Background: an optimization exercise with open tools, aiming at small area, a short achievable clock period and few clock cycles per item. Do not read the settings as production practice.
RTL that was checked went through simulation tests only; none was proved equivalent to the original.

==> inputs of v9 <==
Design multiplyer, start of the top module:
module multiplyer(
    clk,
    rst_n,
    A,
    B,
    result,
    start_sig,
    done_sig
);
    input   clk;
    input   rst_n;
    input   [31:0]A;
    input   [31:0]B;
    input   start_sig;
    output  [31:0]result;
    output  [3:0]done_sig;
    wire    [23:0]ma = {1'b1, A[22:0]};
    wire    [23:0]mb = {1'b1, B[22:0]};
    reg     [1:0]cnt;       
    reg     [26:0]rX;          
    reg     [26:0]rY;
    reg     rC;
    reg     [2:0]rDX;        
    reg     [2:0]rDY;
    reg     [8:0]rS;           
    reg     rSign;
    wire    first = (cnt == 2'd0);
    wire    done = (cnt == 2'd2);
    always @(posedge clk or negedge rst_n)
        if (!rst_n)
            cnt <= 2'd0;
        else if (start_sig && !done)
            cnt <= cnt + 1'b1;
        else
            cnt <= 2'd0;
    reg     [12:0]dig;
    reg     [11:0]mx;
    always @(*)
        case (cnt)
            2'd0: begin dig = {mb[11:0], 1'b0}; mx = ma[11:0]; end
            2'd1: begin dig = {mb[23:12], mb[11]}; mx = ma[23:12]; end
  ...
==> flow/config.mk <==
export PLATFORM = sky130hd
export DESIGN_NAME = multiplyer
export DESIGN_NICKNAME = multiplyer
export VERILOG_FILES = /design/flow/design.v
export SDC_FILE = /design/flow/constraint.sdc
export NUM_CORES = 4
export LEC_CHECK = 0
export CAP_MARGIN = 20
export CORE_MARGIN = 2
export CORE_UTILIZATION = 40
export CTS_BUF_LIST = sky130_fd_sc_hd__clkbuf_4 sky130_fd_sc_hd__clkbuf_8
export CTS_CLUSTER_SIZE = 30
export SETUP_SLACK_MARGIN = 2.8
export SLEW_MARGIN = 20
==> flow/constraint.sdc <==
create_clock -name core_clock -period 8.0 [get_ports {clk}]
set_input_delay 1.6000 -clock core_clock [delete_from_list [all_inputs] [get_ports {clk}]]
set_output_delay 1.6000 -clock core_clock [all_outputs]
set_load 0.01 [all_outputs]
standard.sh (not shown) runs the stock make flow with config.mk's settings and CLKGATE_MAP_FILE= SYNTH_SCRIPT=/design/flow/synth_recipe.tcl, a recipe that flattens the netlist after the stock synthesis.
==> flow/flow/run.sh <==
#!/bin/bash
set -uo pipefail
export BUFFER_PORTS_ARGS="-buffer_cell sky130_fd_sc_hd__buf_2"
bash standard.sh synth > synth.log 2>&1 || exit 1
R=$(sed -n 's/.*WORK_HOME=\([^ ]*\).*/\1/p' standard.sh | head -1)/results/$FLOW_PLATFORM/multiplyer/base
LIB=$FLOW_HOME/platforms/$FLOW_PLATFORM/lib/sky130_fd_sc_hd__tt_025C_1v80.lib
cp $R/1_2_yosys.v yosys_orig.v
python3 flow/polopt2.py $LIB yosys_orig.v yosys_pol.v > polopt.log 2>&1
python3 flow/cutff.py yosys_orig.v orig_comb.v
python3 flow/cutff.py yosys_pol.v pol_comb.v
cat > equiv.ys <<EOS
read_liberty -ignore_miss_func $LIB
read_verilog orig_comb.v
rename $FLOW_TOP gold
read_verilog pol_comb.v
rename $FLOW_TOP gate
flatten
miter -equiv -flatten gold gate miter
hierarchy -top miter
techmap
opt -fast
aigmap
write_aiger -zinit miter.aig
EOS
ABC=$(dirname $(command -v yosys))/yosys-abc
if [ -s yosys_pol.v ] && yosys -s equiv.ys > equiv.log 2>&1 && \
   $ABC -c "read miter.aig; print_stats; iprove" > cec.log 2>&1 && \
   grep -q "^UNSATISFIABLE" cec.log; then
  cp yosys_pol.v $R/1_2_yosys.v
  rm -f $R/1_synth.odb
  echo "polarity rewrite used" >> polopt.log
else
  echo "equivalence not proven; keeping synthesized netlist" >> polopt.log
fi
bash standard.sh > standard.log 2>&1
Other scripts of this flow, unchanged in this note and not shown: flow/flow/cutff.py, flow/flow/polopt2.py
==> v16: changes against v9 <==
- CORE_UTILIZATION: 40 -> 60
- PLACE_DENSITY: not set -> 0.75
==> v21: changes against v9 <==
--- a/flow/design.v
+++ b/flow/design.v
@@ -18,12 +18,10 @@
     wire    [23:0]mb = {1'b1, B[22:0]};
     reg     [1:0]cnt;       
     reg     [26:0]rX;          
     reg     [26:0]rY;
     reg     rC;
-    reg     [2:0]rDX;        
-    reg     [2:0]rDY;
     reg     [8:0]rS;           
     reg     rSign;
     wire    first = (cnt == 2'd0);
     wire    done = (cnt == 2'd2);
     always @(posedge clk or negedge rst_n)
@@ -42,13 +40,11 @@
             default: begin dig = 13'd0; mx = 12'd0; end
         endcase
     wire    last = (cnt == 2'd1);
     wire    [26:0]ax = first ? 27'd0 : rX;
     wire    [26:0]ay = first ? 27'd0 : rY;
-    wire    [3:0]dl = {1'b0, rDX} + {1'b0, rDY} + rC;
-    wire    cin = dl[3];
-    wire    ac = first ? 1'b0 : cin;
+    wire    ac = first ? 1'b0 : rC;
     wire one0, two0, neg0, nneg0;
     wire pp0_0;
     wire pp0_1;
     wire pp0_2;
     wire pp0_3;
@@ -1145,21 +1141,19 @@
     assign c382 = (s309 & pp5_24) | (s309 & c308) | (pp5_24 & c308);
     assign s383 = mx[11] ^ c310 ^ nneg5;
     assign c384 = (mx[11] & c310) | (mx[11] & nneg5) | (c310 & nneg5);
     wire    [38:0]zx = {1'b0, c384, s383, s381, s379, c376, s375, c372, c370, c368, c366, c364, c362, c360, c358, c356, c354, c352, c350, c348, c346, c344, c342, c340, c338, c336, c334, c332, c330, c328, c326, c324, c322, c320, c318, c316, c314, c312, ay[0]};
     wire    [38:0]zy = {1'b0, 1'b0, c382, c380, c378, s377, c374, s373, s371, s369, s367, s365, s363, s361, s359, s357, s355, s353, s351, s349, s347, s345, s343, s341, s339, s337, s335, s333, s331, s329, s327, s325, s323, s321, s319, s317, s315, s313, s311};
-    wire    [9:0]zl = {1'b0, zx[8:0]} + {1'b0, zy[8:0]};
+    wire    [12:0]zl = {1'b0, zx[11:0]} + {1'b0, zy[11:0]};
     always @(posedge clk) begin
         rX <= zx[38:12];
         rY <= zy[38:12];
-        rC <= zl[9];
-        rDX <= zx[11:9];
-        rDY <= zy[11:9];
+        rC <= zl[12];
         rS <= {1'b0, A[30:23]} + {1'b0, B[30:23]};
         rSign <= A[31] ^ B[31];
     end
-    wire    [25:0]Pc = {rX[24:0], cin} + {rY[24:0], 1'b1};
+    wire    [25:0]Pc = {rX[24:0], rC} + {rY[24:0], 1'b1};
     wire    [24:0]P = Pc[25:1];
     wire    p47 = P[24];
     wire    [9:0]E0 = {1'b0, rS} - 10'd127;
     wire    [9:0]E1 = {1'b0, rS} - 10'd126;
     wire    ov0 = (E0[9:8] == 2'b01);
- CTS_BUF_LIST: sky130_fd_sc_hd__clkbuf_4 sky130_fd_sc_hd__clkbuf_8 -> not set
- CTS_CLUSTER_SIZE: 30 -> not set
==> impl_metrics.tcl <==
set metrics [dict create \
    use_met1_pct 30.2 \
    wl_met1_um 13700 \
    grt_max_degree 74 \
    reg2regPathDepth 12 \
    r2r-end "rY[8]" \
    holdWs_ns 0.477 \
    run_status "timing/DRC/antenna clean" \
]
# the run above: v9

==> impl_metrics.tcl <==
set metrics [dict create \
    run_status "timing/DRC/antenna clean" \
    use_met1_pct 30.4 \
    path_max_fanout 6 \
    wl_met1_um 13700 \
    fmax_ghz 0.196 \
    crit_arrival_ns 5.31 \
    dp_cells 1469 \
    holdWs_ns 0.471 \
    grt_max_degree 65 \
    reg2regPathDepth 15 \
    r2r-end "rC" \
    htreeDepth 3 \
    globalRoute.totalOverflow 0 \
]
# the run above: v21

==> impl_metrics.tcl <==
set metrics [dict create \
    grt_max_degree 67 \
    holdWs_ns 0.464 \
    reg2regPathDepth 14 \
    run_status "timing/DRC/antenna clean" \
    wl_met1_um 12100 \
    use_met1_pct 43.4 \
]
# the run above: v16

Testbench counts of v9, summed over its fixed seeds: cycles 4,800, items 1,600.
Testbench counts of v16, summed over its fixed seeds: cycles 4,800, items 1,600.
The RTL of v21 was laid out without a check of its function.


==> 05-03 <==
Another version of the RTL of multiplyer (not shown whole).
==> flow/config.mk <==
export PLATFORM = sky130hd
export DESIGN_NAME = multiplyer
export DESIGN_NICKNAME = multiplyer
export VERILOG_FILES = /design/flow/design.v
export SDC_FILE = /design/flow/constraint.sdc
export NUM_CORES = 4
export LEC_CHECK = 0
export CAP_MARGIN = 20
export CORE_MARGIN = 2
export CORE_UTILIZATION = 40
export SETUP_SLACK_MARGIN = 2.5
export SLEW_MARGIN = 20
==> flow/constraint.sdc <==
create_clock -name core_clock -period 8.0 [get_ports {clk}]
set_input_delay 1.6000 -clock core_clock [delete_from_list [all_inputs] [get_ports {clk}]]
set_output_delay 1.6000 -clock core_clock [all_outputs]
set_load 0.01 [all_outputs]
==> flow/flow/run.sh <==
#!/bin/bash
set -uo pipefail
export BUFFER_PORTS_ARGS="-buffer_cell sky130_fd_sc_hd__buf_2"
bash standard.sh synth > synth.log 2>&1 || exit 1
R=$(sed -n 's/.*WORK_HOME=\([^ ]*\).*/\1/p' standard.sh | head -1)/results/$FLOW_PLATFORM/multiplyer/base
cp $R/1_2_yosys.v yosys_orig.v
python3 flow/polopt.py yosys_orig.v yosys_pol.v > polopt.log 2>&1
cat > equiv.ys <<EOS
read_liberty -ignore_miss_func $FLOW_HOME/platforms/$FLOW_PLATFORM/lib/sky130_fd_sc_hd__tt_025C_1v80.lib
read_verilog yosys_orig.v
rename $FLOW_TOP gold
read_verilog yosys_pol.v
rename $FLOW_TOP gate
rename -hide gold/w:* gold/x:* %d
rename -hide gate/w:* gate/x:* %d
rename -hide gold/c:_* gate/c:_*
equiv_make gold gate eq
hierarchy -top eq
flatten
async2sync
equiv_simple
equiv_status -assert
EOS
if yosys -s equiv.ys > equiv.log 2>&1; then
  cp yosys_pol.v $R/1_2_yosys.v
  rm -f $R/1_synth.odb
  echo "polarity rewrite used" >> polopt.log
else
  echo "equivalence failed; keeping synthesized netlist" >> polopt.log
fi
bash standard.sh > standard.log 2>&1
Other scripts of this flow, unchanged in this note and not shown: flow/flow/polopt.py
==> 11-18 (differences from 05-03) <==
SETUP_SLACK_MARGIN = 3.0   (was 2.5)
==> run summary <==
metric	05-03	11-18
Status	timing/DRC/antenna clean	timing/DRC/antenna clean
Depth of the critical timing path with buffers and inverters included	13	14
Worst slew margin	19.83%	22.69%
Area used by multi-input combinational logic	0.007505 sq mm	0.007574 sq mm
Setup fix buffers added after clock tree synthesis	2	7
Sum of routed wire segments on met1	10.47 mm	10.51 mm
Met3 track demand over resource in global routing	1.944%	2.056%
Drt initial violations	388	439
Worst Skew	0.008404 ns	0.009572 ns
Flip-flop and latch share of the layout cell area	12.02%	11.86%
Highest-delay cell along the critical path	sky130_fd_sc_hd__fa_1	sky130_fd_sc_hd__fa_2
Testbench counts of 05-03, summed over its fixed seeds: cycles 6,400, items 1,600.
Testbench counts of 11-18, summed over its fixed seeds: cycles 6,400, items 1,600.

==> what the ideal ports hide <==
How much do the figures lean on ideal ports? The routed layouts below were timed once more, with nothing changed but the port constraints. Step 1: set_driving_cell puts a clkbuf_16 on clk and a buf_2 on each other input, an assumption about the parent block. Step 2 also shifts input and output timing later by t, the mid clock arrival at the registers, as if the neighbouring blocks saw the same clock. a / b / c = ideal / step 1 / step 2; a / b = the first two.
run | t, ns | slack for setup (ns) | worst register clock-pin slew, ns | worst slew at a driven data input, ns
v9 | 0.414 | 2.958 / 2.982 / 2.568 | 0.09 / 0.09 | 0.03
v16 | 0.407 | 2.976 / 2.997 / 2.590 | 0.09 / 0.09 | 0.03
v21 | 0.376 | 2.894 / 2.910 / 2.534 | 0.06 / 0.06 | 0.03
05-03 | 0.382 | 2.769 / 2.722 / 2.830 | 0.06 / 0.06 | 0.04
11-18 | 0.382 | 3.103 / 3.056 / 2.879 | 0.06 / 0.06 | 0.04
After both steps every run listed still meets setup and hold. For v9, which loses most, drivers alone change the setup slack by +0.024 ns; drivers and shift together by -0.390 ns.
